From an optimization exercise on the open Yosys and OpenROAD flow, aimed at small area and a short achievable clock period; shortcuts taken in it are not production practice.
The RTL was checked by simulation tests, not by an equivalence proof against the original design.
No activity file was given, so power comes from the tool's default toggle rates.

==> design/flow/design.v <==
`timescale 1ns / 1ps
module pl_adder(
    input  logic [31:0] op1,
    input  logic [31:0] op2,
    output logic [31:0] sum
    );
    assign sum = op1 + op2;
endmodule
`timescale 1ns / 1ps
module pl_alu(
    input  logic [31:0] op1,
    input  logic [31:0] op2,
    input  logic [3:0]  alu_control,
    output logic [31:0] res,
    output logic        zero,
    output logic        overflow
    );
    always_comb begin
        overflow = 1'b0;
        case(alu_control)
            4'b0000: begin  
                res = op1 & op2;
            end
            4'b0001: begin  
                res = op1 | op2;
            end
            4'b0010: begin  
                res = op1 + op2;
                overflow = (op1[31] == op2[31]) && (res[31] != op1[31]);
            end
            4'b0110: begin  
                res = op1 - op2;
                overflow = (op1[31] != op2[31]) && (res[31] == op2[31]);
            end
            default: begin
                res = 32'd0;
            end
        endcase
    end
    assign zero = (res == 32'd0);
endmodule
`timescale 1ns / 1ps
module pl_alu_control(
    input  logic [5:0] funct,
    input  logic [1:0] alu_op,
    output logic [3:0] alu_control,
    output logic       undefined_instr
    );
    always_comb begin
        alu_control = 4'b1111;
        undefined_instr = 1'b0;
        case(alu_op)
            2'b00: begin
                alu_control = 4'b0010;
            end
            2'b01: begin
                alu_control = 4'b0110;
            end
            2'b10: begin
                case(funct)
                    6'b100000:  
                        alu_control = 4'b0010;
                    6'b100010:  
                        alu_control = 4'b0110;
                    6'b100100:  
                        alu_control = 4'b0000;
                    6'b100101:  
                        alu_control = 4'b0001;
                    default: begin
                        undefined_instr = 1'b1;
                    end
                endcase
            end
            default: begin
            end
        endcase
    end   
endmodule
`timescale 1ns / 1ps
module pl_branch_control(
    input  logic zero,
    input  logic branch_eq,
    input  logic branch_ne,
    output logic pc_src
    );
    assign pc_src = (zero & branch_eq) | (~zero & branch_ne);
endmodule
`timescale 1ns / 1ps
module pl_branch_prediction(
    input  logic clk,
    input  logic reset,
    input  logic enable,
    input  logic is_branch_instruction,
    input  logic branch_taken_actual,  
    output logic predicted_taken      
);
    typedef enum logic [1:0] {
        SNT = 2'b00,  
        WNT = 2'b01,  
        WT  = 2'b10,  
        ST  = 2'b11   
    } state_t;
    state_t current_state, next_state;
    always_comb begin
        case (current_state)
            SNT: next_state = branch_taken_actual ? WNT : SNT;
            WNT: next_state = branch_taken_actual ? WT  : SNT;
            WT:  next_state = branch_taken_actual ? ST  : WNT;
            ST:  next_state = branch_taken_actual ? ST  : WT;
            default: next_state = SNT;
        endcase
    end
    always_ff @(posedge clk) begin
        if (reset)
            current_state <= SNT;
        else if (enable && is_branch_instruction)
            current_state <= next_state;
    end
    always_comb begin
        case (current_state)
            SNT, WNT: predicted_taken = 0;
            WT,  ST:  predicted_taken = 1;
        endcase
    end
endmodule
`timescale 1ns / 1ps
module pl_control(
    input  logic [5:0] opcode,
    input  logic       nop,
    output logic       jump,
    output logic       branch_eq,
    output logic       branch_ne,
    output logic       alu_src,
    output logic       mem_write,
    output logic       mem_read,
    output logic [1:0] alu_op,
    output logic       mem_to_reg,
    output logic       reg_write,
    output logic       reg_dst,
    output logic       undefined_instr
    );
    always_comb begin
        jump = 1'b0;
        branch_eq = 1'b0;
        branch_ne = 1'b0;
        alu_src = 1'b0;
        mem_write = 1'b0;
        mem_read = 1'b0;
        alu_op = 2'b11;
        mem_to_reg = 1'b0;
        reg_write = 1'b0;
        reg_dst = 1'b0;
        undefined_instr = 1'b0;
        if (nop) begin
        end else
        case(opcode)
            6'b000000: begin
                reg_dst   = 1'b1;
                reg_write = 1'b1;
                alu_op    = 2'b10;
            end
            6'b100011: begin
                alu_src    = 1'b1;
                mem_to_reg = 1'b1;
                reg_write  = 1'b1;
                mem_read   = 1'b1;
                alu_op     = 2'b00;
            end
            6'b101011: begin
                alu_src   = 1'b1;
                mem_write = 1'b1;
                alu_op    = 2'b00;
            end
            6'b001000: begin
                reg_write = 1'b1;
                alu_src   = 1'b1;
                alu_op    = 2'b00;
            end
            6'b000100: begin
                branch_eq = 1'b1;
                alu_op = 2'b01;
            end
            6'b000101: begin
                branch_ne = 1'b1;
                alu_op = 2'b01;
            end
            6'b000010 : begin
                jump = 1'b1;
            end
            default:begin
                undefined_instr = 1'b1;
            end
        endcase
    end
endmodule
`timescale 1ns / 1ps
module pl_exception_control(
    input  logic        clk,
    input  logic        reset,
    input  logic        enable,
    input  logic        control_undefined_instr,
    input  logic        alu_control_undefined_instr,
    input  logic        overflow,
    input  logic [31:0] pc_current,
    output logic        undefined_instr,
    output logic [31:0] exception_vector,
    output logic        write_epc,
    output logic [31:0] epc_reg
);
    assign undefined_instr = control_undefined_instr | alu_control_undefined_instr;
    assign exception_vector = undefined_instr ? 32'h80000000 :
                              overflow        ? 32'h80000180 :
                              32'h0;
    assign write_epc = undefined_instr || overflow;
    always_ff @(posedge clk) begin
        if (reset) begin
            epc_reg <= 32'h0;
        end else if (enable && write_epc) begin
            epc_reg <= pc_current;
        end
    end
endmodule
`timescale 1ns / 1ps
module pl_forwarding_control(
    input  logic [4:0] ID_EX_rs,
    input  logic [4:0] ID_EX_rt,
    input  logic [4:0] EX_MEM_rd,
    input  logic [4:0] MEM_WB_rd,
    input  logic       EX_MEM_reg_write,
    input  logic       MEM_WB_reg_write,
    output logic [1:0] forward_a,
    output logic [1:0] forward_b,
    output logic [1:0] forward_store_data
);
    always_comb begin
        if (EX_MEM_reg_write && (EX_MEM_rd != 0) && (EX_MEM_rd == ID_EX_rs)) begin
            forward_a = 2'b10;
        end else if (MEM_WB_reg_write && (MEM_WB_rd != 0) && (MEM_WB_rd == ID_EX_rs)) begin
            forward_a = 2'b01;
        end else begin
            forward_a = 2'b00;
        end
        if (EX_MEM_reg_write && (EX_MEM_rd != 0) && (EX_MEM_rd == ID_EX_rt)) begin
            forward_b = 2'b10;
        end else if (MEM_WB_reg_write && (MEM_WB_rd != 0) && (MEM_WB_rd == ID_EX_rt)) begin
            forward_b = 2'b01;
        end else begin
            forward_b = 2'b00;
        end
        if (EX_MEM_reg_write && (EX_MEM_rd != 0) && (EX_MEM_rd == ID_EX_rt)) begin
            forward_store_data = 2'b10;
        end else if (MEM_WB_reg_write && (MEM_WB_rd != 0) && (MEM_WB_rd == ID_EX_rt)) begin
            forward_store_data = 2'b01;
        end else begin
            forward_store_data = 2'b00;
        end
    end
endmodule
`timescale 1ns / 1ps
module pl_hazard_detection(
   input logic [31:0] instr,
   input logic        ID_EX_mem_read,
   input logic [4:0]  ID_EX_rt,
   output logic       nop,
   output logic       pc_write,
   output logic       IF_ID_write
);
    always_comb begin
       if(ID_EX_mem_read && (ID_EX_rt == instr[25:21] || ID_EX_rt == instr[20:16])) begin
           nop = 1'b1;
           pc_write = 1'b0;
           IF_ID_write = 1'b0;
       end else begin
           nop = 1'b0;
           pc_write = 1'b1;
           IF_ID_write = 1'b1;
       end
    end
endmodule
`timescale 1ns / 1ps
module pl_mux2 #(parameter N = 32)(
    input  logic [N-1:0] a, b,
    input  logic        sel,
    output logic [N-1:0] out
    );
    assign out = (sel == 0) ? a :
                 (sel == 1) ? b : 32'hx;
endmodule
`timescale 1ns / 1ps
module pl_mux3 (
    input logic [31:0] a, b, c,
    input logic [1:0] sel,
    output logic [31:0] out
);
    assign out = (sel == 2'b00) ? a :
                 (sel == 2'b01) ? b :
                 (sel == 2'b10) ? c : a;
endmodule
`timescale 1ns / 1ps
module pl_pipe_reg #(parameter W = 32) (
    input  logic [W-1:0] in,
    input  logic         clk, 
    input  logic         reset, 
    input  logic         enable,
    input  logic         flush,
    output logic [W-1:0] out
);
  always_ff @(posedge clk) begin
    if (reset || flush)
      out <= '0;
    else if (enable)
      out <= in;
  end
endmodule
`timescale 1ns / 1ps
module pl_program_counter(
    input  logic [31:0] in,
    input  logic        clk,
    input  logic        reset,
    input  logic        enable,
    output logic [31:0] out
    );
    always_ff @(posedge clk) begin
        if(reset) begin
            out <= 32'd0;
        end
        else if (enable) begin
            out <= in;
        end
    end
endmodule
`timescale 1ns / 1ps
module pl_reg_file(
    input  logic [4:0]  read_reg_1,
    input  logic [4:0]  read_reg_2,
    input  logic [4:0]  write_reg,
    input  logic [31:0] write_data,
    input  logic        reg_write,
    input  logic        clk,
    input  logic        reset,
    input  logic        enable,
    output logic [31:0] read_data_1,
    output logic [31:0] read_data_2
    );
    logic [31:0] registers [0:31];
    always_comb begin
        read_data_1 = (reg_write && (write_reg == read_reg_1) && (write_reg != 0)) 
                  ? write_data 
                  : registers[read_reg_1];
        read_data_2 = (reg_write && (write_reg == read_reg_2) && (write_reg != 0)) 
                  ? write_data 
                  : registers[read_reg_2];
    end
    always_ff @(posedge clk) begin
        if (reset) begin
            for (int i = 0; i < 32; i = i + 1)
                registers[i] <= 32'd0;
        end else if (enable && reg_write) begin
            if (write_reg != 5'd0)
                registers[write_reg] <= write_data;
        end
    end
endmodule
`timescale 1ns / 1ps
module pl_shift_left_2 #(parameter IN = 32, parameter OUT = 32)(
    input  logic [IN-1:0] in,
    output logic [OUT-1:0] out
    );
    assign out = in << 2;
endmodule
`timescale 1ns / 1ps
module pl_sign_extend(
    input  logic [15:0] in,
    output logic [31:0] out
    );
    assign out = {{16{in[15]}}, in};
endmodule
`timescale 1ns / 1ps
module mips_pipeline(
    input  logic        clk,
    input  logic        reset,
    input  logic        enable,
    output logic [31:0] imem_addr,
    input  logic [31:0] imem_rdata,
    output logic [31:0] dmem_addr,
    output logic [31:0] dmem_wdata,
    output logic        dmem_we,
    output logic        dmem_re,
    input  logic [31:0] dmem_rdata,
    output logic        exception,
    output logic [31:0] epc
    );
    logic [29:0] pc;             
    logic [1:0]  bp;             
    logic [31:0] d_instr;        
    logic        d_pred;         
    logic [29:0] d_pc;
    logic        e_beq, e_bne, e_mr, e_mw, e_m2r, e_rw, e_und, e_pred, e_ar;   
    logic        e_sub, e_and, e_or, e_alusrc, e_regdst;
    logic [25:0] e_ins;
    logic [29:0] e_pc;
    logic [31:0] e_a, e_b;
    logic        m_beq, m_bne, m_mr, m_mw, m_m2r, m_rw, m_und, m_ovf, m_pred;   
    logic        m_zero;
    logic [31:0] m_res, m_sd;
    logic [4:0]  m_wr;
    logic [29:0] m_pc;
    logic [15:0] m_imm;
    logic        w_rw, w_und, w_ovf;    
    logic [31:0] w_wd;
    logic [4:0]  w_wr;
    logic [29:0] w_pc;
    logic [29:0] epc_r;
    logic [31:1][31:0] rf;
    logic [31:1]       rf_v;
    logic exc;
    assign exc = w_und | w_ovf;
    assign exception = exc;
    assign epc = {epc_r, 2'b00};
    logic m_isbr, m_taken, mispred;
    assign m_isbr  = m_beq | m_bne;
    assign m_taken = (m_zero & m_beq) | (~m_zero & m_bne);
    assign mispred = m_isbr & (m_pred ^ m_taken);
    logic [29:0] m_alt;
    assign m_alt = m_pc + 30'd1 + (m_pred ? 30'd0 : {{14{m_imm[15]}}, m_imm});
    assign dmem_addr  = m_res;
    assign dmem_wdata = m_sd;
    assign dmem_we    = enable & m_mw;
    assign dmem_re    = m_mr;
    logic [5:0] op, fn;
    logic [4:0] rs, rt;
    assign op = d_instr[31:26];
    assign fn = d_instr[5:0];
    assign rs = d_instr[25:21];
    assign rt = d_instr[20:16];
    logic nop;
    assign nop = e_mr & ((e_ins[20:16] == rs) | (e_ins[20:16] == rt));
    logic o_r, o_lw, o_sw, o_addi, o_beq, o_bne, o_j;
    assign o_r    = (op == 6'b000000);
    assign o_lw   = (op == 6'b100011);
    assign o_sw   = (op == 6'b101011);
    assign o_addi = (op == 6'b001000);
    assign o_beq  = (op == 6'b000100);
    assign o_bne  = (op == 6'b000101);
    assign o_j    = (op == 6'b000010);
    logic f_add, f_sub, f_and, f_or;
    assign f_add = (fn == 6'b100000);
    assign f_sub = (fn == 6'b100010);
    assign f_and = (fn == 6'b100100);
    assign f_or  = (fn == 6'b100101);
    logic id_jump, id_cu, id_acu;
    assign id_jump = ~nop & o_j;
    assign id_cu   = ~nop & ~(o_r | o_lw | o_sw | o_addi | o_beq | o_bne | o_j);
    assign id_acu  = ~nop & o_r & ~(f_add | f_sub | f_and | f_or) & (d_instr != 32'd0);
    logic [31:0] rd1, rd2;
    logic        byp1, byp2;
    assign byp1 = w_rw & (w_wr == rs) & (w_wr != 5'd0);
    assign byp2 = w_rw & (w_wr == rt) & (w_wr != 5'd0);
    always_comb begin
        logic [31:0] a1, a2;
        a1 = '0;
        a2 = '0;
        for (int i = 1; i < 32; i++) begin
            a1 = a1 | ({32{rf_v[i] & (rs == i[4:0])}} & rf[i]);
            a2 = a2 | ({32{rf_v[i] & (rt == i[4:0])}} & rf[i]);
        end
        rd1 = byp1 ? w_wd : a1;
        rd2 = byp2 ? w_wd : a2;
    end
    logic [31:0] instr_if;
    assign instr_if = (pc == 30'h20000000) ? 32'h08000000 :
                      (pc == 30'h20000060) ? 32'h08200060 :
                      imem_rdata;
    logic [29:0] pc4, tgt;
    assign pc4 = pc + 30'd1;
    assign tgt = pc4 + {{14{instr_if[15]}}, instr_if[15:0]};
    logic pred_if;
    assign pred_if = bp[1] & (instr_if[31:27] == 5'b00010);
    logic [29:0] pc_other, pc_next;
    always_comb begin
        if (exc)
            pc_other = w_und ? 30'h20000000 : 30'h20000060;
        else if (id_jump)
            pc_other = {pc4[29:26], d_instr[25:0]};
        else if (mispred)
            pc_other = m_alt;
        else
            pc_other = pc4;
    end
    assign pc_next = (pred_if & ~exc & ~id_jump & ~mispred) ? tgt : pc_other;
    assign imem_addr = {pc, 2'b00};
    always_ff @(posedge clk) begin
        if (reset)
            pc <= '0;
        else if (enable & ~nop)
            pc <= pc_next;
    end
    always_ff @(posedge clk) begin
        if (reset)
            bp <= 2'b00;
        else if (enable & m_isbr) begin
            if (m_taken) bp <= (bp == 2'b11) ? 2'b11 : bp + 2'b01;
            else         bp <= (bp == 2'b00) ? 2'b00 : bp - 2'b01;
        end
    end
    always_ff @(posedge clk) begin
        if (reset | mispred) begin
            d_instr <= '0;
            d_pred  <= 1'b0;
        end else if (enable & ~nop) begin
            d_instr <= instr_if;
            d_pred  <= pred_if;
        end
    end
    always_ff @(posedge clk) begin
        if (enable & ~nop)
            d_pc <= pc;
    end
    always_ff @(posedge clk) begin
        if (reset | mispred) begin
            e_beq  <= 1'b0;
            e_bne  <= 1'b0;
            e_mr   <= 1'b0;
            e_mw   <= 1'b0;
            e_m2r  <= 1'b0;
            e_rw   <= 1'b0;
            e_und  <= 1'b0;
            e_pred <= 1'b0;
            e_ar   <= 1'b0;
        end else if (enable) begin
            e_beq  <= ~nop & o_beq;
            e_bne  <= ~nop & o_bne;
            e_mr   <= ~nop & o_lw;
            e_mw   <= ~nop & o_sw;
            e_m2r  <= ~nop & o_lw;
            e_rw   <= ~nop & (o_r | o_lw | o_addi);
            e_und  <= id_cu | id_acu;
            e_pred <= d_pred;
            e_ar   <= ~nop & (o_lw | o_sw | o_addi | o_beq | o_bne | (o_r & (f_add | f_sub)));
        end
    end
    always_ff @(posedge clk) begin
        if (enable) begin
            e_sub    <= o_beq | o_bne | (o_r & f_sub);
            e_and    <= o_r & f_and;
            e_or     <= o_r & f_or;
            e_alusrc <= o_lw | o_sw | o_addi;
            e_regdst <= o_r;
            e_ins    <= d_instr[25:0];
            e_pc     <= d_pc;
            e_a      <= rd1;
            e_b      <= rd2;
        end
    end
    logic [4:0] e_rs, e_rt;
    assign e_rs = e_ins[25:21];
    assign e_rt = e_ins[20:16];
    logic fa_m, fa_w, fb_m, fb_w;
    assign fa_m = m_rw & (m_wr != 5'd0) & (m_wr == e_rs);
    assign fa_w = w_rw & (w_wr != 5'd0) & (w_wr == e_rs);
    assign fb_m = m_rw & (m_wr != 5'd0) & (m_wr == e_rt);
    assign fb_w = w_rw & (w_wr != 5'd0) & (w_wr == e_rt);
    logic [31:0] fa, fb, op2, op2x, sum, res;
    assign fa = fa_m ? m_res : fa_w ? w_wd : e_a;
    assign fb = fb_m ? m_res : fb_w ? w_wd : e_b;
    assign op2  = e_alusrc ? {{16{e_ins[15]}}, e_ins[15:0]} : fb;
    assign op2x = e_sub ? ~op2 : op2;
    assign sum  = fa + op2x + {31'd0, e_sub};
    always_comb begin
        if (e_ar)       res = sum;
        else if (e_and) res = fa & op2;
        else if (e_or)  res = fa | op2;
        else            res = 32'd0;
    end
    logic ovf;
    assign ovf = e_ar & (fa[31] == op2x[31]) & (sum[31] != fa[31]);
    always_ff @(posedge clk) begin
        if (reset | mispred) begin
            m_beq  <= 1'b0;
            m_bne  <= 1'b0;
            m_mr   <= 1'b0;
            m_mw   <= 1'b0;
            m_m2r  <= 1'b0;
            m_rw   <= 1'b0;
            m_und  <= 1'b0;
            m_ovf  <= 1'b0;
            m_pred <= 1'b0;
        end else if (enable) begin
            m_beq  <= e_beq;
            m_bne  <= e_bne;
            m_mr   <= e_mr;
            m_mw   <= e_mw;
            m_m2r  <= e_m2r;
            m_rw   <= e_rw;
            m_und  <= e_und;
            m_ovf  <= ovf;
            m_pred <= e_pred;
        end
    end
    always_ff @(posedge clk) begin
        if (enable) begin
            m_zero <= (fa == fb);
            m_res  <= res;
            m_sd   <= fb;
            m_wr   <= e_regdst ? e_ins[15:11] : e_rt;
            m_pc   <= e_pc;
            m_imm  <= e_ins[15:0];
        end
    end
    always_ff @(posedge clk) begin
        if (reset) begin
            w_rw  <= 1'b0;
            w_und <= 1'b0;
            w_ovf <= 1'b0;
        end else if (enable) begin
            w_rw  <= m_rw;
            w_und <= m_und;
            w_ovf <= m_ovf;
        end
    end
    always_ff @(posedge clk) begin
        if (enable) begin
            w_wd <= m_m2r ? dmem_rdata : m_res;
            w_wr <= m_wr;
            w_pc <= m_pc;
        end
    end
    always_ff @(posedge clk) begin
        if (reset)
            epc_r <= '0;
        else if (enable & exc)
            epc_r <= w_pc;
    end
    genvar gi;
    generate
        for (gi = 1; gi < 32; gi++) begin : g_rf
            logic we;
            assign we = enable & w_rw & (w_wr == gi);
            always_ff @(posedge clk) begin
                if (we)
                    rf[gi] <= w_wd;
            end
            always_ff @(posedge clk) begin
                if (reset)
                    rf_v[gi] <= 1'b0;
                else if (we)
                    rf_v[gi] <= 1'b1;
            end
        end
    endgenerate
endmodule
==> design/flow/run.sh <==
#!/bin/bash
# synth_recipe.tcl (not shown) runs the flow's synth.tcl, then flattens the netlist and writes it again
# the make line also repeats each setting of config.mk as NAME=value (left out here)
make -C /OpenROAD-flow-scripts/flow DESIGN_CONFIG=/design/flow/config.mk WORK_HOME=/design/flow/orfs CLKGATE_MAP_FILE= SYNTH_SCRIPT=/design/flow/synth_recipe.tcl finish
==> design/flow/config.mk <==
export PLATFORM = sky130hd
export DESIGN_NAME = mips_pipeline
export DESIGN_NICKNAME = mips_pipeline
export VERILOG_FILES = /design/flow/design.v
export SDC_FILE = /design/flow/constraint.sdc
export NUM_CORES = 4
export LEC_CHECK = 0
export CAP_MARGIN = 20
export CORE_MARGIN = 2
export CORE_UTILIZATION = 40
export PLACE_DENSITY = 0.6
export SLEW_MARGIN = 20
==> design/flow/constraint.sdc <==
create_clock -name core_clock -period 8.0 [get_ports {clk}]
set_input_delay 1.6000 -clock core_clock [delete_from_list [all_inputs] [get_ports {clk}]]
set_output_delay 1.6000 -clock core_clock [all_outputs]
set_load 0.01 [all_outputs]
==> summary.md, run 1 <==
| Metric | Value |
|---|---|
| Slew Limit Fails | 0 |
| Status | no timing/DRC/antenna violations |
| Crit path max fanout | 15 |
| P_leak | ~26 nW |
| CTS Buf Count | 152 |
| Most frequent CP cell | o21ai_0 |
| CTS clk-pin slew, worst paths | 0.06 ns |
| GRT Total Usage | 32.8% |
| Number of cell rows | 150 |
| Crit path DAT | 7.34 ns |
| Setup CP Type | reg2reg |
| PwrDens | 221 mW/mm2 |
| Clk_skew | 0.0590 ns |
| Area of the multi-input gates | 0.0229 mm2 |
| Post-synth top area share | 59.8% |
| Via-to-Cell Ratio | ~7.1 |
| Layout Nets | 5458 |
| Routed vias | 53900 |
| I/O pin count | ~200 |
| Setup TNS | 0 ns |
| Routability cong. | 0.951 |
| Biggest area consumer among synthesized cells | edfxtp_1 |
| Sequence of cells on the critical path | inv_1 -> ha_1 -> nor4bb_1 -> and4_1 -> nand3_1 -> and2_1 -> ha_1 -> fa_1 -> a21o_1 -> a21oi_1 -> o21ai_0 -> a21oi_1 -> o21ai_0 -> a41o_1 -> a221oi_1 -> o21ai_0 -> mux2_2 -> a221oi_1 -> nor3_1 |
| Combinational power share | under 10% |
| Dpl cell area | 0.0718 mm2 |
| Post-CTS Resized | 0 |
| Global-route wire length before repair | 391000 um |
| Setup bufs post-CTS | 0 |
| DRC | 0 |
| Switching share of power | 24.1% |
| CTS max path bufs | 3 |
| Fin area | 0.0771 mm2 |
| Vias in the first global route | 50000 |
| RSZ-0062 raised after global routing | false |
| Post-synth EDFFs | 1330 |
| Avg Cell Area, Syn | 12.9 um2 |
| Ranking of synthesized cells by area | edfxtp_1, dfxtp_1, a221oi_1 |
| Die Y | 413 um |
| Syn-to-layout area delta | 15.3% |
| Peak supply drop | 260 uV |
| Final WL | 289000 um |
| Share of cells above drive strength 1 | between 10% and 20% |
| Fillers | 14500 |
| Clock latency on the worst-skew pair | 0.85 ns |
| Worst Max-Slew Pin Slew | roughly 1.3 ns |
| Core box area | between 0.15 and 0.2 mm2 |
| Hpwl dp | 164000 um |
| Syn Inst Count | 5166 |
| Starting Density | 40.2% |
| Largest net degree at the start of global routing | 78 |
| Clock sink count | about 1500 |
| CP endpoint kind | flip-flop |
| Crit-path max cell delay | 0.74 ns |
| Reg2Reg Setup Slack | 1.31 ns |
| Port buffer count | 193 |
| CTS H-Tree Depth | 4 |
| #FFs+latches synth | between 1000 and 1500 |
| WP data required | 8.65 ns |
| Root Buffer | clkbuf_16 |
| Global route overflow | 0 |
| Post-synthesis sequential area ratio | 64.1% |
| Hold Buf Count CTS | 0 |
| Die width | 413 um |
| Fmax | between 100 and 150 MHz |
| Top_reg_cell synth | edfxtp_1 |
| Final setup vio count | 0 |
| Post-layout util | a little under half |
| Routed wire per std cell | roughly 38 um |
| CTS tree | built |
| Pint | about 13 mW |
| # Max-Cap Violations | 0 |
| DRT antenna net count | 0 |
| Ys async rst share | 0% |
| DR pass1 iterations | 13 |
| DRT iter0 DRCs | 12000 |
| Distinct cells, synth | 83 |
| Critical Path Slowest Stage Cell | nor4bb_1 |
| Sw power | 4.10 mW |
| Post-Syn Area | 0.0668 mm2 |
| Fin crit share | 83.7% |
| Initial antenna violation count | 10 |
| Register area | 0.0428 mm2 |
| Relative slew slack | between 10% and 20% |
| Die footprint | 0.170 mm2 |
| Yosys warns | 1 |
| Reg power frac | 51.1% |
| Hold Vio Cnt, Final | 0 |
| Min Tclk post-route | 6.69 ns |
| Startpoint Class | flip-flop |
| Hold WC Path Type | reg2reg |
| Clk pwr share | 42.5% |
-- Yosys cell counts, types with 119 or more instances --
master	number
a22o_1	285
dfxtp_1	145
nand3_1	119
o21ai_0	158
nand2_1	342
edfxtp_1	1330
a221oi_1	292
xnor2_1	126
nor2_1	282
clkbuf_1	346
a22oi_1	279
a21oi_1	272
nand4_1	133
-- critical path, delay by kind of cell (launching register included) --
| kind | cells | cell delay (ns) |
|---|---|---|
| AO/OA/AOI/OAI | 9 | 2.64 |
| adder cells (fa/ha/maj) | 3 | 1.01 |
| buffers and inverters | 1 | 0.14 |
| flip-flops | 1 | 0.37 |
| multiplexers | 1 | 0.30 |
| AND/OR/NAND/NOR | 5 | 2.04 |
-- layout make-up --
| type | instances | share of cell area, % |
|---|---|---|
| Timing Repair Buffer | 373 | 4.52 |
| Multi-Input combinational cell | 3257 | 29.6 |
| Clock inverter | 102 | 1.34 |
| Clock buffer | 181 | 5.14 |
| Sequential cell | 1475 | 55.6 |
| Inverter | 39 | 0.190 |
| Antenna cell | 4 | 0.0130 |
| Tap cell | 2204 | 3.58 |
-- path summary, 6_finish.rpt --
| kind | start | to | cells after the start |
|---|---|---|---|
| max | pc[0]$_SDFFE_PP0P_ | pc[28]$_SDFFE_PP0P_ | 19 |
| min | e_pc[17]$_DFFE_PP_ | m_pc[17]$_DFFE_PP_ | 0 |
| max reg2reg | pc[0]$_SDFFE_PP0P_ | pc[28]$_SDFFE_PP0P_ | 19 |
| min reg2reg | e_pc[17]$_DFFE_PP_ | m_pc[17]$_DFFE_PP_ | 0 |
-- state kept, by name (all words and copies together), names as in the netlist, 16 cells and up --
register,count
m_pc,30
m_res,32
pc,30
m_imm,16
w_pc,30
epc_r,30
e_b,32
w_wd,32
m_sd,32
e_pc,30
e_a,32
rf_v,31
d_pc,30
rf,992
e_ins,26
d_instr,32
-- layer usage --
| layer | part of all wire [%] | GRT usage, % | vias up |
|---|---|---|---|
| met5 | 0.17 | 1.58 | - |
| met4 | 7.4 | 18.5 | 22 |
| met3 | 17 | 15.0 | 1497 |
| met2 | 41 | 46.6 | 5268 |
| met1 | 35 | 40.9 | 26100 |
| li1 | - | - | 21000 |
-- power by group through the flow --
stage | Combinational (mW) | Clock, mW | Sequential [mW]
floorplan | 0.611 | 0 | 8.85
global placement | 1.01 | 0 | 8.89
global route | 1.18 | 7.53 | 8.71
finish | 1.09 | 7.24 | 8.70
CTS | 1.04 | 7.25 | 8.72
detailed placement | 1.03 | 0 | 8.89
-- kinds of logic (layout without fill, tap and decap cells) --
kind of cell | count (synthesis) | count (layout) | share of synthesized area [%]
buffers and inverters | 437 | 695 | 2.52
muxes | 139 | 139 | 2.16
and+or+nand+nor | 1197 | 1197 | 8.58
other | 1 | 8 | 0.00561
AOI/OAI and AO/OA | 1621 | 1621 | 18.2
xor gates and xnor gates | 203 | 203 | 2.66
adders and majority gates | 93 | 93 | 1.77
DFF | 1475 | 1475 | 64.1
-- cells in the final DEF, fill, tap and decap left out, drive strengths merged, types with 10 or more instances in the layout --
cell           synthesis  final
a21oi                273    273
a22o                 285    285
o21a                  13     13
a31oi                 17     17
nor4                  27     27
clkinv                 1     71
nand2b                25     25
dfxtp                145    145
bufinv                 0     11
clkinvlp               0     12
nor3                  85     85
and2                  23     23
mux2i                 98     98
a222oi                93     93
o211ai                33     33
clkdlybuf4s50          0    191
o31ai                 10     10
edfxtp              1330   1330
mux2                  41     41
and3                  77     77
or3                   17     17
a221oi               292    292
nand3                119    119
nand2                342    342
inv                   38     47
nand4                133    133
buf                   52    180
a21o                  61     61
nor2                 282    282
a22oi                279    279
clkbuf               346    183
nor2b                 38     38
xnor2                126    126
a211oi                40     40
ha                    90     90
xor2                  77     77
o21ai                168    168
-- per-stage QoR --
| stage | hold WS [ns] | setup slack, ns | instances | total power, mW |
|---|---|---|---|---|
| after floorplan | 0.400 | 2.95 | 5169 | 9.46 |
| after global placement | 0.401 | 1.56 | 7327 | 9.91 |
| after detailed placement | 0.405 | 1.50 | 7335 | 9.92 |
| after CTS | 0.369 | 1.49 | 7618 | 17.0 |
| after global routing | 0.382 | 1.03 | 7632 | 17.4 |
| final | 0.382 | 1.31 | 7635 | 17.0 |
==> run 2: changes to the inputs <==
--- a/design/flow/design.v
+++ b/design/flow/design.v
@@ -401,4 +401,5 @@
     logic [29:0] e_pc;
     logic [31:0] e_a, e_b;
+    logic        e_fam, e_fbm;    
     logic        m_beq, m_bne, m_mr, m_mw, m_m2r, m_rw, m_und, m_ovf, m_pred;   
     logic        m_zero;
@@ -423,9 +424,13 @@
     assign mispred = m_isbr & (m_pred ^ m_taken);
     logic [29:0] m_alt;
-    assign m_alt = m_pc + 30'd1 + (m_pred ? 30'd0 : {{14{m_imm[15]}}, m_imm});
+    logic [30:0] m_altc;
+    assign m_altc = {m_pc, 1'b1} + {(m_pred ? 30'd0 : {{14{m_imm[15]}}, m_imm}), 1'b1};
+    assign m_alt  = m_altc[30:1];
     assign dmem_addr  = m_res;
     assign dmem_wdata = m_sd;
     assign dmem_we    = enable & m_mw;
     assign dmem_re    = m_mr;
+    logic [31:0] m_wd;
+    assign m_wd = m_m2r ? dmem_rdata : m_res;
     logic [5:0] op, fn;
     logic [4:0] rs, rt;
@@ -453,19 +458,50 @@
     assign id_cu   = ~nop & ~(o_r | o_lw | o_sw | o_addi | o_beq | o_bne | o_j);
     assign id_acu  = ~nop & o_r & ~(f_add | f_sub | f_and | f_or) & (d_instr != 32'd0);
-    logic [31:0] rd1, rd2;
-    logic        byp1, byp2;
+    logic [4:0] x_wr;
+    logic       x_ok, y_ok;
+    assign x_wr = e_regdst ? e_ins[15:11] : e_ins[20:16];
+    assign x_ok = e_rw & (x_wr != 5'd0);
+    assign y_ok = m_rw & (m_wr != 5'd0);
+    logic [32:0] sel1, sel2;
+    logic        mem1, mem2, byp1, byp2;
+    assign mem1 = y_ok & (m_wr == rs);
+    assign mem2 = y_ok & (m_wr == rt);
     assign byp1 = w_rw & (w_wr == rs) & (w_wr != 5'd0);
     assign byp2 = w_rw & (w_wr == rt) & (w_wr != 5'd0);
+    assign sel1[0] = mem1;
+    assign sel2[0] = mem2;
+    assign sel1[1] = ~mem1 & byp1;
+    assign sel2[1] = ~mem2 & byp2;
+    genvar gs;
+    generate
+        for (gs = 1; gs < 32; gs++) begin : g_sel
+            assign sel1[gs+1] = ~mem1 & ~byp1 & rf_v[gs] & (rs == gs);
+            assign sel2[gs+1] = ~mem2 & ~byp2 & rf_v[gs] & (rt == gs);
+        end
+    endgenerate
+    logic [32:0][31:0] src;
+    assign src[0] = m_wd;
+    assign src[1] = w_wd;
+    assign src[32:2] = rf;
+    logic [10:0][31:0] g1, g2;
+    generate
+        for (gs = 0; gs < 11; gs++) begin : g_aoi
+            mp_aoi222 aoi1(.s(sel1[3*gs+2:3*gs]), .a(src[3*gs]), .b(src[3*gs+1]), .c(src[3*gs+2]), .y(g1[gs]));
+            mp_aoi222 aoi2(.s(sel2[3*gs+2:3*gs]), .a(src[3*gs]), .b(src[3*gs+1]), .c(src[3*gs+2]), .y(g2[gs]));
+        end
+    endgenerate
+    logic [31:0] rd1, rd2;
     always_comb begin
-        logic [31:0] a1, a2;
-        a1 = '0;
-        a2 = '0;
-        for (int i = 1; i < 32; i++) begin
-            a1 = a1 | ({32{rf_v[i] & (rs == i[4:0])}} & rf[i]);
-            a2 = a2 | ({32{rf_v[i] & (rt == i[4:0])}} & rf[i]);
+        rd1 = '1;
+        rd2 = '1;
+        for (int k = 0; k < 11; k++) begin
+            rd1 = rd1 & g1[k];
+            rd2 = rd2 & g2[k];
         end
-        rd1 = byp1 ? w_wd : a1;
-        rd2 = byp2 ? w_wd : a2;
+        rd1 = ~rd1;
+        rd2 = ~rd2;
     end
+    logic at_vec;
+    assign at_vec = (pc == 30'h20000000) | (pc == 30'h20000060);
     logic [31:0] instr_if;
     assign instr_if = (pc == 30'h20000000) ? 32'h08000000 :
@@ -473,8 +509,14 @@
                       imem_rdata;
     logic [29:0] pc4, tgt;
-    assign pc4 = pc + 30'd1;
-    assign tgt = pc4 + {{14{instr_if[15]}}, instr_if[15:0]};
+    logic [16:0] tlo;
+    logic [13:0] hi_p, hi_m;
+    assign pc4  = pc + 30'd1;
+    mp_add16c add_tgt(.a(pc[15:0]), .b(imem_rdata[15:0]), .s(tlo));
+    assign hi_p = pc[29:16] + 14'd1;
+    assign hi_m = pc[29:16] - 14'd1;
+    assign tgt[15:0] = tlo[15:0];
+    mp_csel #(14) sel_tgt(.c(tlo[16]), .n(imem_rdata[15]), .z(pc[29:16]), .p(hi_p), .m(hi_m), .y(tgt[29:16]));
     logic pred_if;
-    assign pred_if = bp[1] & (instr_if[31:27] == 5'b00010);
+    assign pred_if = bp[1] & (imem_rdata[31:27] == 5'b00010) & ~at_vec;
     logic [29:0] pc_other, pc_next;
     always_comb begin
@@ -488,5 +530,5 @@
             pc_other = pc4;
     end
-    assign pc_next = (pred_if & ~exc & ~id_jump & ~mispred) ? tgt : pc_other;
+    mp_mux2 #(30) mux_pc(.s(pred_if & ~exc & ~id_jump & ~mispred), .a(pc_other), .b(tgt), .y(pc_next));
     assign imem_addr = {pc, 2'b00};
     always_ff @(posedge clk) begin
@@ -551,4 +593,6 @@
             e_a      <= rd1;
             e_b      <= rd2;
+            e_fam    <= x_ok & (x_wr == rs);
+            e_fbm    <= x_ok & (x_wr == rt);
         end
     end
@@ -556,15 +600,12 @@
     assign e_rs = e_ins[25:21];
     assign e_rt = e_ins[20:16];
-    logic fa_m, fa_w, fb_m, fb_w;
-    assign fa_m = m_rw & (m_wr != 5'd0) & (m_wr == e_rs);
-    assign fa_w = w_rw & (w_wr != 5'd0) & (w_wr == e_rs);
-    assign fb_m = m_rw & (m_wr != 5'd0) & (m_wr == e_rt);
-    assign fb_w = w_rw & (w_wr != 5'd0) & (w_wr == e_rt);
     logic [31:0] fa, fb, op2, op2x, sum, res;
-    assign fa = fa_m ? m_res : fa_w ? w_wd : e_a;
-    assign fb = fb_m ? m_res : fb_w ? w_wd : e_b;
+    logic [32:0] sumc;
+    assign fa = e_fam ? m_res : e_a;
+    assign fb = e_fbm ? m_res : e_b;
     assign op2  = e_alusrc ? {{16{e_ins[15]}}, e_ins[15:0]} : fb;
     assign op2x = e_sub ? ~op2 : op2;
-    assign sum  = fa + op2x + {31'd0, e_sub};
+    assign sumc = {fa, 1'b1} + {op2x, e_sub};
+    assign sum  = sumc[32:1];
     always_comb begin
         if (e_ar)       res = sum;
@@ -621,5 +662,5 @@
     always_ff @(posedge clk) begin
         if (enable) begin
-            w_wd <= m_m2r ? dmem_rdata : m_res;
+            w_wd <= m_wd;
             w_wr <= m_wr;
             w_pc <= m_pc;
@@ -636,5 +677,5 @@
         for (gi = 1; gi < 32; gi++) begin : g_rf
             logic we;
-            assign we = enable & w_rw & (w_wr == gi);
+            assign we = w_rw & (w_wr == gi);
             always_ff @(posedge clk) begin
                 if (we)
@@ -650,2 +691,38 @@
     endgenerate
 endmodule
+module mp_add16c(
+    input  logic [15:0] a,
+    input  logic [15:0] b,
+    output logic [16:0] s
+    );
+    logic [17:0] t;
+    assign t = {1'b0, a, 1'b1} + {1'b0, b, 1'b1};
+    assign s = t[17:1];
+endmodule
+module mp_csel #(parameter W = 14) (
+    input  logic         c,
+    input  logic         n,
+    input  logic [W-1:0] z,
+    input  logic [W-1:0] p,
+    input  logic [W-1:0] m,
+    output logic [W-1:0] y
+    );
+    assign y = ({W{c == n}} & z) | ({W{c & ~n}} & p) | ({W{~c & n}} & m);
+endmodule
+module mp_mux2 #(parameter W = 32) (
+    input  logic         s,
+    input  logic [W-1:0] a,
+    input  logic [W-1:0] b,
+    output logic [W-1:0] y
+    );
+    assign y = s ? b : a;
+endmodule
+module mp_aoi222(
+    input  logic [2:0]  s,
+    input  logic [31:0] a,
+    input  logic [31:0] b,
+    input  logic [31:0] c,
+    output logic [31:0] y
+    );
+    assign y = ~(({32{s[0]}} & a) | ({32{s[1]}} & b) | ({32{s[2]}} & c));
+endmodule
--- a/design/flow/config.mk
+++ b/design/flow/config.mk
@@ -10,3 +10,5 @@
 export CORE_UTILIZATION = 40
 export PLACE_DENSITY = 0.6
+export SETUP_SLACK_MARGIN = 4
 export SLEW_MARGIN = 20
+export SYNTH_HIERARCHICAL = 1
==> run 2 against run 1 <==
Net effect: combinational power increased by 29%; worst setup slack gained 2.6 ns; global-route usage fell by 6.3 points.
==> summary.md, run 2 <==
| Metric | Value |
|---|---|
| P_leak | 25.6 nW (-0.44%) |
| Largest register by flop count | rf |
| Crit-path max cell delay | 0.43 ns (-0.31 ns) |
| Top Layer Used | met5 |
| Fin crit share | 51.0% (-33 points) |
| Routed wire per std cell | 32.1 um (-15%) |
| Most frequent cells in the layout | edfxtp_1, a222oi_1, nand2_1 |
| Startpoint Class | flip-flop |
| DRC | 0 (unchanged) |
| Distinct cells, synth | 89 (+7.2%) |
| Ranking of synthesized cells by area | edfxtp_1, a222oi_1, dfxtp_1 |
| Post-synth top cells | edfxtp_1, a222oi_1, nor2_1 |
| DRT antenna net count | 0 (unchanged) |
| Hpwl dp | 141000 um (-14%) |
| Post-synth EDFFs | 1327 (-0.23%) |
| Clk_skew | 0.0795 ns (+0.0205 ns) |
| Routability cong. | 0.926 (-2.7%) |
| DR pass1 iterations | 12 (-1) |
| GRT Total Usage | 26.4% (-6.3 points) |
| Yosys warns | 7 (+6) |
| R2R Path Start | d_instr[20]$_SDFFE_PP0P_ |
| Final setup vio count | 0 (unchanged) |
| Sw power | 4.22 mW (+2.9%) |
| DR WL met2 | 108000 um (-8.6%) |
| Worst Hold Launch | e_pc[19]$_DFFE_PP_ |
| Met3 routed WL | 28600 um (-41%) |
| Number of cells on the critical path | 12 (-7) |
| Root Buffer | clkbuf_16 |
| Global route overflow | 0 (unchanged) |
| Hold-critical path depth | 0 (unchanged) |
| Share of cells above drive strength 1 | 14.4% (+3.2 points) |
| Hold WC Path Type | reg2reg |
| Max reg flops | 992 (unchanged) |
| Crit path DAT | 4.58 ns (-2.76 ns) |
| Post-synthesis sequential area ratio | 64.5% (+0.37 points) |
| R2R depth | 12 (-7) |
| Most frequent CP cell | nand4_1 |
| Biggest area consumer among synthesized cells | edfxtp_1 |
| Status | no timing/DRC/antenna violations |
| Port buffer count | 193 (unchanged) |
| Worst Max-Slew Pin Slew | 1.11 ns (-0.192 ns) |
| Hold Vio Cnt, Final | 0 (unchanged) |
| Vias in the first global route | 46400 (-7.2%) |
| Die footprint | 0.169 mm2 (-0.78%) |
| Starting Density | 40.2% (+0.089 points) |
| Pint | 13.1 mW (+1.3%) |
| Setup TNS | 0 ns (unchanged) |
| #FFs+latches synth | 1472 (-0.20%) |
| Clk pwr share | 41.5% (-1.0 points) |
| Core box area | 0.165 mm2 (-1.0%) |
| Cell family with the largest share of critical-path delay | simple AND/OR/NAND/NOR gates |
| Post-synth top area share | 60.1% (+0.34 points) |
| Worst hold endpoint | m_pc[19]$_DFFE_PP_ |
| Clock latency on the worst-skew pair | 0.82 ns (-0.03 ns) |
| Final WL | 233000 um (-19%) |
| Via-to-Cell Ratio | 6.65 (-5.8%) |
| Critical Path Slowest Stage Cell | a222oi_1 |
| CP endpoint kind | flip-flop |
| Layout Nets | 5080 (-6.9%) |
| RR Endpoint | e_b[20]$_DFFE_PP_ |
| WP data required | 8.50 ns (-0.15 ns) |
| CTS Buf Count | 154 (+1.3%) |
| Global-route wire length before repair | 327000 um (-17%) |
| CTS clk-pin slew, worst paths | 0.06 ns (about the same) |
| Clock sink count | 1472 (-0.20%) |
| RSZ-0062 raised after global routing | true |
| Switching share of power | 24.4% (+0.29 points) |
| Reg power frac | 50.4% (-0.7 points) |
| CTS max path bufs | 3 (unchanged) |
| Initial antenna violation count | 4 (-6) |
| I/O pin count | 198 (unchanged) |
| Commonest non-fill, non-tap cell in the layout | edfxtp_1 |
| CTS H-Tree Depth | 4 (unchanged) |
| Die Y | 411 um (-0.39%) |
| Avg Cell Area, Syn | 14.0 um2 (+8.5%) |
| Total Power | 17.3 mW (+1.7%) |
| Relative slew slack | 26.0% (+13 points) |
| Buf/Inv on CP | 2 (+1) |
| Die width | 411 um (-0.39%) |
| Syn Inst Count | 4723 (-8.6%) |
| Crit path max fanout | 32 (+17) |
| DRT iter0 DRCs | 11300 (-6.0%) |
| Slew Limit Fails | 0 (unchanged) |
| Post-Syn Area | 0.0663 mm2 (-0.78%) |
| Routed vias | 48200 (-11%) |
| Most frequent cell after synthesis | edfxtp_1 |
| Combinational power share | 8.1% (+1.7 points) |
| Reg2Reg Setup Slack | 3.92 ns (+2.62 ns) |
| Sequence of cells on the critical path | buf_4 -> xor2_1 -> nor4_1 -> a31oi_1 -> nand2b_1 -> nor2b_2 -> and3_1 -> clkbuf_8 -> a222oi_1 -> nand4_1 -> nor2_2 -> nand4_1 |
| Min Tclk post-route | 4.08 ns (-2.62 ns) |
| PwrDens | 226 mW/mm2 (+2.3%) |
| Peak supply drop | 175 uV (-33%) |
| CTS tree | built |
| Setup CP Type | reg2reg |
| Number of cell rows | 149 (-0.67%) |
| Met1 wire length | 85500 um (-15%) |
| Ys async rst share | 0% (unchanged) |
| Syn-to-layout area delta | 15.6% |
| Largest net degree at the start of global routing | 144 (+85%) |
| # Max-Cap Violations | 0 (unchanged) |
| Top_reg_cell synth | edfxtp_1 |
| Fmax | 245 MHz (+64%) |
## run 2: changes by cell type after synthesis, sizes merged, moves of 67 or more
cell    delta
a221oi   -287
a222oi   +625
a22o     -285
a22oi    -276
buf      +182
clkbuf   -229
mux2      +69
nand2     -85
nand4     +81
o21ai     -67
## run 2: Yosys stat by module (local to each module, per instance), excerpt
module | flops+latches | copies in the design | cell area, um2
mp_aoi222 | 0 | 22 | 403
mp_add16c | 0 | 1 | 753
mips_pipeline | 1472 | 1 | 56000
## run 2: layer usage
metal,global-route usage (%),vias to the layer above
li1,-,20300
met1,34.1,23800
met2,42.2,3432
met3,6.77,643
met4,11.0,4
met5,0,-
## run 2: worst max-delay path by stage
stage,start,to,slack [ns]
floorplan,imem_rdata[0],pc[20]$_SDFFE_PP0P_,3.86
detailed placement,imem_rdata[0],pc[23]$_SDFFE_PP0P_,2.74
global route,d_instr[20]$_SDFFE_PP0P_,e_b[20]$_DFFE_PP_,3.84
global placement,imem_rdata[0],pc[18]$_SDFFE_PP0P_,2.76
finish,d_instr[20]$_SDFFE_PP0P_,e_b[20]$_DFFE_PP_,3.92
CTS,e_fbm$_DFFE_PP_,m_res[29]$_DFFE_PP_,3.91
## run 2: stage by stage
step / utilization, % / hold WS, ns / worst slack (ns) / std cells / instance area [um2]
floorplan: - / 0.400 / 3.86 / 4726 / 66400
global placement: 42.4 / 0.401 / 2.76 / 6899 / 69900
detailed placement: 42.4 / 0.405 / 2.74 / 6899 / 69900
CTS: 45.8 / 0.415 / 3.91 / 7200 / 75500
global route: 46.5 / 0.422 / 3.84 / 7248 / 76700
finish: 46.5 / 0.416 / 3.92 / 7251 / 76700
## run 2: cell families (layout without fill, tap and decap cells)
logic type	after synthesis	in the layout	synth area share (%)
AOI/OAI and AO/OA	1255	1255	15.9
xor gates and xnor gates	210	210	2.77
DFF	1472	1472	64.5
and+or+nand+nor	1097	1097	8.09
other	1	7	0.00565
buffers and inverters	438	771	4.30
muxes	166	166	2.88
adders and majority gates	84	84	1.61
## run 2: cell type report
cell class | instances | area, um2
diodes | 3 | 7.51
clock buffers | 195 | 4030
clock inverters | 91 | 1070
fillers | 14400 | 88100
inverters | 86 | 340
multi-input cells | 2816 | 21600
flip-flops and latches | 1472 | 42800
well taps | 2189 | 2740
repair buffers | 399 | 4120
## run 2: power by group through the flow
stage          Sequential (mW)  Clock [mW]  Combinational, mW
2_1_floorplan             8.84           0              0.753
6_report                  8.73        7.19               1.41
3_3_place_gp              8.94           0               1.20
5_1_grt                   8.73        7.58               1.51
3_5_place_dp              8.95           0               1.20
4_1_cts                   8.78        7.26               1.24
## run 2: repair_timing
action                                  4_1_cts  5_1_grt
cloned                                        4        1
endpoints found under the setup margin      146      118
hold buffers                                  0        0
endpoints found under the hold margin         0        0
resized for setup                            76      126
buffers inserted                             11       22
pin swaps                                    10       43
==> run 3: changes to the inputs <==
--- a/design/flow/config.mk
+++ b/design/flow/config.mk
@@ -8,6 +8,6 @@
 export CAP_MARGIN = 20
 export CORE_MARGIN = 2
-export CORE_UTILIZATION = 40
-export PLACE_DENSITY = 0.6
+export CORE_UTILIZATION = 55
+export PLACE_DENSITY = 0.7
 export SETUP_SLACK_MARGIN = 4
 export SLEW_MARGIN = 20
==> run 3 against run 2 <==
Net effect: still clean on timing, DRC and antenna; hold slack improved by 0.0012 ns; maximum frequency increased by 0.81%; routed wire length decreased by 4.3%.
==> summary.md, run 3 <==
| Metric | Value |
|---|---|
| Clk_skew | 0.0403 ns (-0.0392 ns) |
| Ranking of synthesized cells by area | edfxtp_1, a222oi_1, dfxtp_1 |
| CTS clk-pin slew, worst paths | 0.06 ns (about the same) |
| Post-synth EDFFs | 1327 (unchanged) |
| Routed wire per std cell | 33.6 um (+4.7%) |
| Share of cells above drive strength 1 | 13.1% (-1.3 points) |
| Peak supply drop | 200 uV (+15%) |
| Syn Inst Count | 4723 (unchanged) |
| Avg Cell Area, Syn | 14.0 um2 (unchanged) |
| Setup TNS | 0 ns (unchanged) |
| I/O pin count | 198 (unchanged) |
| Routed vias | 49000 (+1.5%) |
| CTS H-Tree Depth | 4 (unchanged) |
| CTS Buf Count | 150 (-2.6%) |
| RSZ-0062 raised after global routing | true |
| Die Y | 351 um (-15%) |
| Commonest non-fill, non-tap cell in the layout | edfxtp_1 |
| Post-Syn Area | 0.0663 mm2 (unchanged) |
| Ys async rst share | 0% (unchanged) |
| Relative slew slack | 16.1% (-9.9 points) |
| Largest net degree at the start of global routing | 74 (-49%) |
| Die width | 351 um (-15%) |
| GRT Total Usage | 34.8% (+8.4 points) |
| Post-route insts no fill | 6622 (-8.7%) |
| Most frequent cells in the layout | edfxtp_1, a222oi_1, nor2_1 |
| Worst Max-Slew Pin Slew | 1.26 ns (+0.146 ns) |
| Clock latency on the worst-skew pair | 0.79 ns (-0.03 ns) |
| Starting Density | 55.3% (+15 points) |
| Post-synth top area share | 60.1% (unchanged) |
| Max reg flops | 992 (unchanged) |
| DRT antenna net count | 0 (unchanged) |
| Core box area | 0.120 mm2 (-27%) |
| Vias in the first global route | 47200 (+1.7%) |
| Port buffer count | 193 (unchanged) |
| Final setup vio count | 0 (unchanged) |
| Hold WC Path Type | reg2reg |
| CTS tree | built |
| DR pass1 iterations | 15 (+3) |
| Startpoint Class | flip-flop |
| Slew Limit Fails | 0 (unchanged) |
| # Max-Cap Violations | 0 (unchanged) |
| Top_reg_cell synth | edfxtp_1 |
| Yosys warns | 7 (unchanged) |
| Area of the multi-input gates | 0.0216 mm2 (-0.32%) |
| P_leak | 25.1 nW (-1.9%) |
| Number of cell rows | 127 (-15%) |
| Crit path DAT | 4.68 ns (+0.10 ns) |
| Die footprint | 0.123 mm2 (-27%) |
| CTS max path bufs | 3 (unchanged) |
| Fin crit share | 50.5% (-0.41 points) |
| Most frequent cell after synthesis | edfxtp_1 |
| Layout Nets | 5033 (-0.93%) |
| Global-route wire length before repair | 312000 um (-4.3%) |
| Hold Vio Cnt, Final | 0 (unchanged) |
| Syn-to-layout area delta | 13.1% |
| Post-synth top cells | edfxtp_1, a222oi_1, nor2_1 |
| Register area | 0.0428 mm2 (about the same) |
| Routability cong. | 1.06 (+15%) |
| PwrDens | 226 mW/mm2 (+0.21%) |
| CP endpoint kind | flip-flop |
| Clock sink count | 1472 (unchanged) |
| Final WL | 223000 um (-4.3%) |
| WP data required | 8.64 ns (+0.14 ns) |
| Setup CP Type | reg2reg |
| Crit path max fanout | 32 (unchanged) |
| DRT iter0 DRCs | 11400 (+0.99%) |
| Global route overflow | 0 (unchanged) |
| Hpwl dp | 132000 um (-6.6%) |
| Status | no timing/DRC/antenna violations |
| Post-synthesis sequential area ratio | 64.5% (unchanged) |
| Fillers | 8836 (-39%) |
| #FFs+latches synth | 1472 (unchanged) |
| Fmax | 247 MHz (+0.81%) |
| Largest register by flop count | rf |
| Root Buffer | clkbuf_16 |
| Via-to-Cell Ratio | 7.39 (+11%) |
| DRC | 0 (unchanged) |
| Distinct cells, synth | 89 (unchanged) |
| Biggest area consumer among synthesized cells | edfxtp_1 |
| Initial antenna violation count | 4 (unchanged) |
| Placed cell count | 6299 (-8.7%) |
| Min Tclk post-route | 4.04 ns (-0.0327 ns) |
-- run 3: path summary, 6_finish.rpt --
| kind | start | endpoint | slack, ns | depth (start not counted) |
|---|---|---|---|---|
| max | m_wr[0]$_DFFE_PP_ | e_b[2]$_DFFE_PP_ | 3.96 | 12 |
| min | d_pc[1]$_DFFE_PP_ | e_pc[1]$_DFFE_PP_ | 0.42 | 0 |
| max reg2reg | m_wr[0]$_DFFE_PP_ | e_b[2]$_DFFE_PP_ | 3.96 | 12 |
| min reg2reg | d_pc[1]$_DFFE_PP_ | e_pc[1]$_DFFE_PP_ | 0.42 | 0 |
-- run 3: per-stage QoR --
stage               power (mW)  area [um2]  hold WS (ns)  util [%]  worst slack, ns
floorplan                 9.59       66400         0.400         -             3.86
global placement          10.1       69000         0.401      57.6             2.79
detailed placement        10.1       69000         0.405      57.6             2.74
CTS                       16.9       74100         0.415      61.9             4.01
global route              17.4       75000         0.418      62.6             3.93
finish                    17.0       75000         0.417      62.6             3.96
-- run 3: worst max-delay path, cell delays in order, from the launching register on --
cell and delay, ns:
edfxtp_1 0.46, or4_1 0.58, o21ai_2 0.28, nor4_4 0.10, bufbuf_16 0.32, a31oi_2 0.26, and3_1 0.38, and3_1 0.23
buf_4 0.49, a222oi_1 0.18, nand4_1 0.31, nor2_1 0.17, nand4_1 0.13
-- run 3: logic make-up after synthesis --
| logic type | Yosys count | share of synthesized area, % |
|---|---|---|
| xor+xnor | 210 | 2.77 |
| flops | 1472 | 64.5 |
| simple gates | 1097 | 8.09 |
| buf+inv | 438 | 4.30 |
| compound gates | 1255 | 15.9 |
| mux | 166 | 2.88 |
| other cells | 1 | 0.00565 |
| fa+ha+maj | 84 | 1.61 |
-- run 3: where the power goes --
group | internal [mW] | switching, mW | total [mW]
logic | 0.514 | 0.807 | 1.32
registers | 8.56 | 0.191 | 8.75
clock network | 3.89 | 3.02 | 6.90
-- run 3: final cells by class --
class	instances	share of cell area, %
sequential	1472	57.0
multi-input combinational	2822	28.7
clock buffer	198	5.40
timing repair buffer	350	4.66
tap	1612	2.69
clock inverter	79	1.01
inverter	86	0.449
antenna	3	0.0100
-- run 3: repair_timing --
action	CTS	global route
resized for setup	69	97
endpoints found under the setup margin	94	93
endpoints found under the hold margin	0	0
cloned	4	5
setup buffers	4	19
pin swaps	5	26
hold buffers	0	0
-- run 3: Yosys stat by module (local to each module, per instance), excerpt --
module	times used	area, um2	cells	flops+latches
mips_pipeline	1	56000	3649	1472
mp_aoi222	22	403	41	0
mp_add16c	1	753	104	0
-- run 3: routing by layer --
layer | vias up | global-route usage (%) | share of wire [%]
met5 | - | 0 | 0
met4 | 0 | 20.0 | 6.3
met3 | 856 | 9.46 | 14
met2 | 4183 | 55.5 | 46
met1 | 23700 | 42.9 | 33
li1 | 20300 | - | -
==> run 4: changes to the inputs <==
--- a/design/flow/config.mk
+++ b/design/flow/config.mk
@@ -9,4 +9,7 @@
 export CORE_MARGIN = 2
 export CORE_UTILIZATION = 55
+export CTS_BUF_LIST = sky130_fd_sc_hd__clkbuf_8
+export CTS_CLUSTER_DIAMETER = 50
+export CTS_CLUSTER_SIZE = 20
 export PLACE_DENSITY = 0.7
 export SETUP_SLACK_MARGIN = 4
==> run 4 against run 3 <==
Net effect: critical path depth is 1 higher; non-clock buffer count decreased by 5; die area unchanged; sequential share of layout area grew 1.5 points; combinational power hardly changed; largest cell class unchanged; clock skew rose by 0.031 ns; still clean on timing, DRC and antenna; synthesized area stayed put; routed wire length fell by 0.49%; total power shrank 12%.
==> summary.md, run 4 <==
| Metric | Value |
|---|---|
| Status | no timing/DRC/antenna violations |
| Crit path DAT | 4.72 ns (+0.04 ns) |
| Worst Max-Slew Pin Slew | 1.36 ns (+0.103 ns) |
| Clock latency on the worst-skew pair | 0.92 ns (+0.13 ns) |
| Post-synth top cells | edfxtp_1, a222oi_1, nor2_1 |
| Vias in the first global route | 46800 (-0.77%) |
| RSZ-0062 raised after global routing | true |
| Hold Buf Count CTS | 0 (unchanged) |
| Via-to-Cell Ratio | 7.41 (+0.29%) |
| Top_reg_cell synth | edfxtp_1 |
| Number of cell rows | 127 (unchanged) |
| Core box area | 0.120 mm2 (unchanged) |
| Total Power | 15.0 mW (-12%) |
| CTS tree | built |
| DRT iter0 DRCs | 11700 (+2.3%) |
| Die Y | 351 um (unchanged) |
| Routed vias | 48800 (-0.26%) |
| Hold WC Path Type | reg2reg |
| Post-Syn Area | 0.0663 mm2 (unchanged) |
| R2R Path Start | m_wr[0]$_DFFE_PP_ |
| Final WL | 221000 um (-0.49%) |
| Hpwl dp | 132000 um (unchanged) |
| Post-synth EDFFs | 1327 (unchanged) |
| Worst Hold Launch | e_pc[21]$_DFFE_PP_ |
| Most frequent cells in the layout | edfxtp_1, a222oi_1, nand2_1 |
| Ranking of synthesized cells by area | edfxtp_1, a222oi_1, dfxtp_1 |
| Syn-to-layout area delta | 10.2% |
| Largest register by flop count | rf |
| Final setup vio count | 0 (unchanged) |
| Max reg flops | 992 (unchanged) |
| Crit path max fanout | 28 (-13%) |
| DR pass1 iterations | 13 (-2) |
| Avg Cell Area, Syn | 14.0 um2 (unchanged) |
| CP endpoint kind | flip-flop |
| DRT antenna net count | 0 (unchanged) |
| Clock sink count | 1472 (unchanged) |
| Commonest non-fill, non-tap cell in the layout | edfxtp_1 |
| Fin crit share | 50.3% (-0.29 points) |
| Initial antenna violation count | 2 (-2) |
| Dpl cell area | 0.0690 mm2 (unchanged) |
| Die width | 351 um (unchanged) |
| P_leak | 24.3 nW (-3.5%) |
| Min Tclk post-route | 4.02 ns (-0.0232 ns) |
| Routed wire per std cell | 33.6 um (about the same) |
| Yosys warns | 7 (unchanged) |
| Crit-path max cell delay | 0.57 ns (about the same) |
| Relative slew slack | 9.16% (-6.9 points) |
| # Max-Cap Violations | 0 (unchanged) |
| Fillers | 9074 (+2.7%) |
| R2R depth | 13 (+1) |
| Die footprint | 0.123 mm2 (unchanged) |
| Global route overflow | 0 (unchanged) |
| Port buffer count | 193 (unchanged) |
| Post-synthesis sequential area ratio | 64.5% (unchanged) |
| Post-synth top area share | 60.1% (unchanged) |
| Hold Vio Cnt, Final | 0 (unchanged) |
| GRT Total Usage | 34.5% (-0.31 points) |
| CTS Buf Count | 133 (-11%) |
| RR Endpoint | e_b[22]$_DFFE_PP_ |
| Reg2Reg Setup Slack | 3.98 ns (+0.02 ns) |
| Post-route insts no fill | 6586 (-0.54%) |
| CTS clk-pin slew, worst paths | 0.11 ns (+0.05 ns) |
| Routability cong. | 1.06 (unchanged) |
| Hold-critical path depth | 0 (unchanged) |
| Startpoint Class | flip-flop |
| Worst hold endpoint | m_pc[21]$_DFFE_PP_ |
| Sequence of cells on the critical path | or4_1 -> o21ai_2 -> nor4_4 -> bufbuf_16 -> a31oi_2 -> nand2b_2 -> nor2b_2 -> and3_1 -> buf_6 -> a222oi_1 -> nand4_1 -> nor2_4 -> nand4_1 |
| Layout Nets | 5011 (-0.44%) |
| Share of cells above drive strength 1 | 13.5% (+0.42 points) |
| Starting Density | 55.3% (unchanged) |
| #FFs+latches synth | 1472 (unchanged) |
| Most frequent cell after synthesis | edfxtp_1 |
| Largest net degree at the start of global routing | 74 (unchanged) |
| Root Buffer | clkbuf_8 |
| Ys async rst share | 0% (unchanged) |
| Fin area | 0.0731 mm2 (-2.5%) |
| PwrDens | 205 mW/mm2 (-9.4%) |
| Setup CP Type | reg2reg |
| Syn Inst Count | 4723 (unchanged) |
| Distinct cells, synth | 89 (unchanged) |
| I/O pin count | 198 (unchanged) |
| CTS H-Tree Depth | 4 (unchanged) |
| WP data required | 8.70 ns (+0.06 ns) |
| Most frequent CP cell | nand4_1 |
| Placed cell count | 6299 (unchanged) |
| Fmax | 249 MHz (+0.58%) |
| Peak supply drop | 153 uV (-23%) |
| Global-route wire length before repair | 309000 um (-0.93%) |
| DRC | 0 (unchanged) |
| Critical Path Slowest Stage Cell | or4_1 |
| Setup TNS | 0 ns (unchanged) |
| Clk_skew | 0.0714 ns (+0.0311 ns) |
| Biggest area consumer among synthesized cells | edfxtp_1 |
| CTS max path bufs | 3 (unchanged) |
| Slew Limit Fails | 0 (unchanged) |
-- run 4: cell count changes in the layout (fill, tap and decap cells not counted), sizes merged, moves of 7 or more --
cell / delta
clkbuf: -61
inv: +37
clkinv: -14
clkdlybuf4s50: +8
buf: -7
clkinvlp: +7
dlymetal6s2s: -7
-- run 4: modules after synthesis (local to each module, per instance), a selection --
module         cells inside  copies in the design  cell area (um2)
mips_pipeline          3649                     1            56000
mp_add16c               104                     1              753
mp_aoi222                41                    22              403
-- run 4: worst max-delay path by stage --
stage | from | end | slack, ns | depth (start not counted)
after floorplan | imem_rdata[0] | pc[20]$_SDFFE_PP0P_ | 3.86 | 18
final | m_wr[0]$_DFFE_PP_ | e_b[22]$_DFFE_PP_ | 3.98 | 13
after global routing | e_fbm$_DFFE_PP_ | m_res[29]$_DFFE_PP_ | 3.93 | 13
after global placement | imem_rdata[0] | pc[27]$_SDFFE_PP0P_ | 2.79 | 17
after CTS | d_instr[25]$_SDFFE_PP0P_ | e_a[27]$_DFFE_PP_ | 4.00 | 13
after detailed placement | imem_rdata[0] | pc[17]$_SDFFE_PP0P_ | 2.74 | 17
-- run 4: layout make-up --
class	count	area, um2	share of cell area (%)
Timing Repair Buffer	345	3450	4.72
Clock buffer	136	1870	2.56
Antenna cell	6	15.0	0.0205
Sequential cell	1472	42800	58.5
Tap cell	1612	2020	2.76
Multi-Input combinational cell	2822	21500	29.4
Clock inverter	107	1140	1.56
Inverter	86	337	0.461
-- run 4: power by group --
part | leakage [nW] | internal (mW) | switching (mW)
logic | 9.22 | 0.509 | 0.798
clock network | 1.52 | 2.01 | 2.93
registers | 13.5 | 8.54 | 0.196
-- run 4: cell families (layout without fill, tap and decap cells) --
family                   Yosys count  in the layout  synth area share, %
flip-flops                      1472           1472                 64.5
other                              1             10              0.00565
multiplexers                     166            166                 2.88
XOR/XNOR                         210            210                 2.77
adder cells (fa/ha/maj)           84             84                 1.61
AO/OA/AOI/OAI                   1255           1255                 15.9
AND/OR/NAND/NOR                 1097           1103                 8.09
buffers and inverters            438            674                 4.30
-- run 4: repair_timing --
item,CTS,global route
buffers inserted,5,15
gates resized for setup,66,96
cloned,3,6
pin swaps,4,22
setup endpoints to repair,94,95
-- run 4: stage by stage --
stage,util (%),worst slack (ns),hold WS [ns]
after CTS,60.4,4.00,0.406
final,61.0,3.98,0.408
after global placement,57.6,2.79,0.401
after global routing,61.0,3.93,0.404
after detailed placement,57.6,2.74,0.405
after floorplan,-,3.86,0.400
-- run 4: critical path, delay by kind of cell (launching register included) --
kind	cells	cell delay, ns
compound gates	3	0.68
buf+inv	2	0.67
flops	1	0.47
simple gates	8	1.98
-- run 4: layer usage --
metal	up-vias	track usage (%)	share of wire (%)
li1	20200	-	-
met1	23700	42.6	34
met2	4143	55.4	46
met3	792	9.15	14
met4	0	19.1	5.9
met5	-	0	0

## re-timing with driven ports
No port has a modelled driver above. Below, the same layouts with a new extraction and two added sets of constraints.
Step 1: set_driving_cell puts a clkbuf_16 on clk and a buf_2 on each other input, an assumption about the parent block.
Step 2, shift: input delay + t, output delay - t, t = (earliest + latest rising clock arrival at the registers) / 2. This alone moves slack from input paths to output paths.
Slacks: no drivers / after step 1 / after step 2; pairs: no drivers / after step 1.
run	t (ns)	setup WS [ns]	worst setup path after step 2	worst data-port slew with drivers (ns)	cell pins on the clock port's net
run 1	0.905	1.307 / 1.307 / 1.307	register to register	0.08	1
run 2	0.873	3.923 / 3.923 / 3.325	input to register	0.24	1
run 3	0.851	3.956 / 3.956 / 3.249	input to register	0.13	1
run 4	0.958	3.979 / 3.979 / 3.124	input to register	0.13	1
After both steps every run listed still meets setup and hold. The setup slack of run 4, which loses most, moves by 0.000 ns with the drivers and by -0.855 ns with both steps.
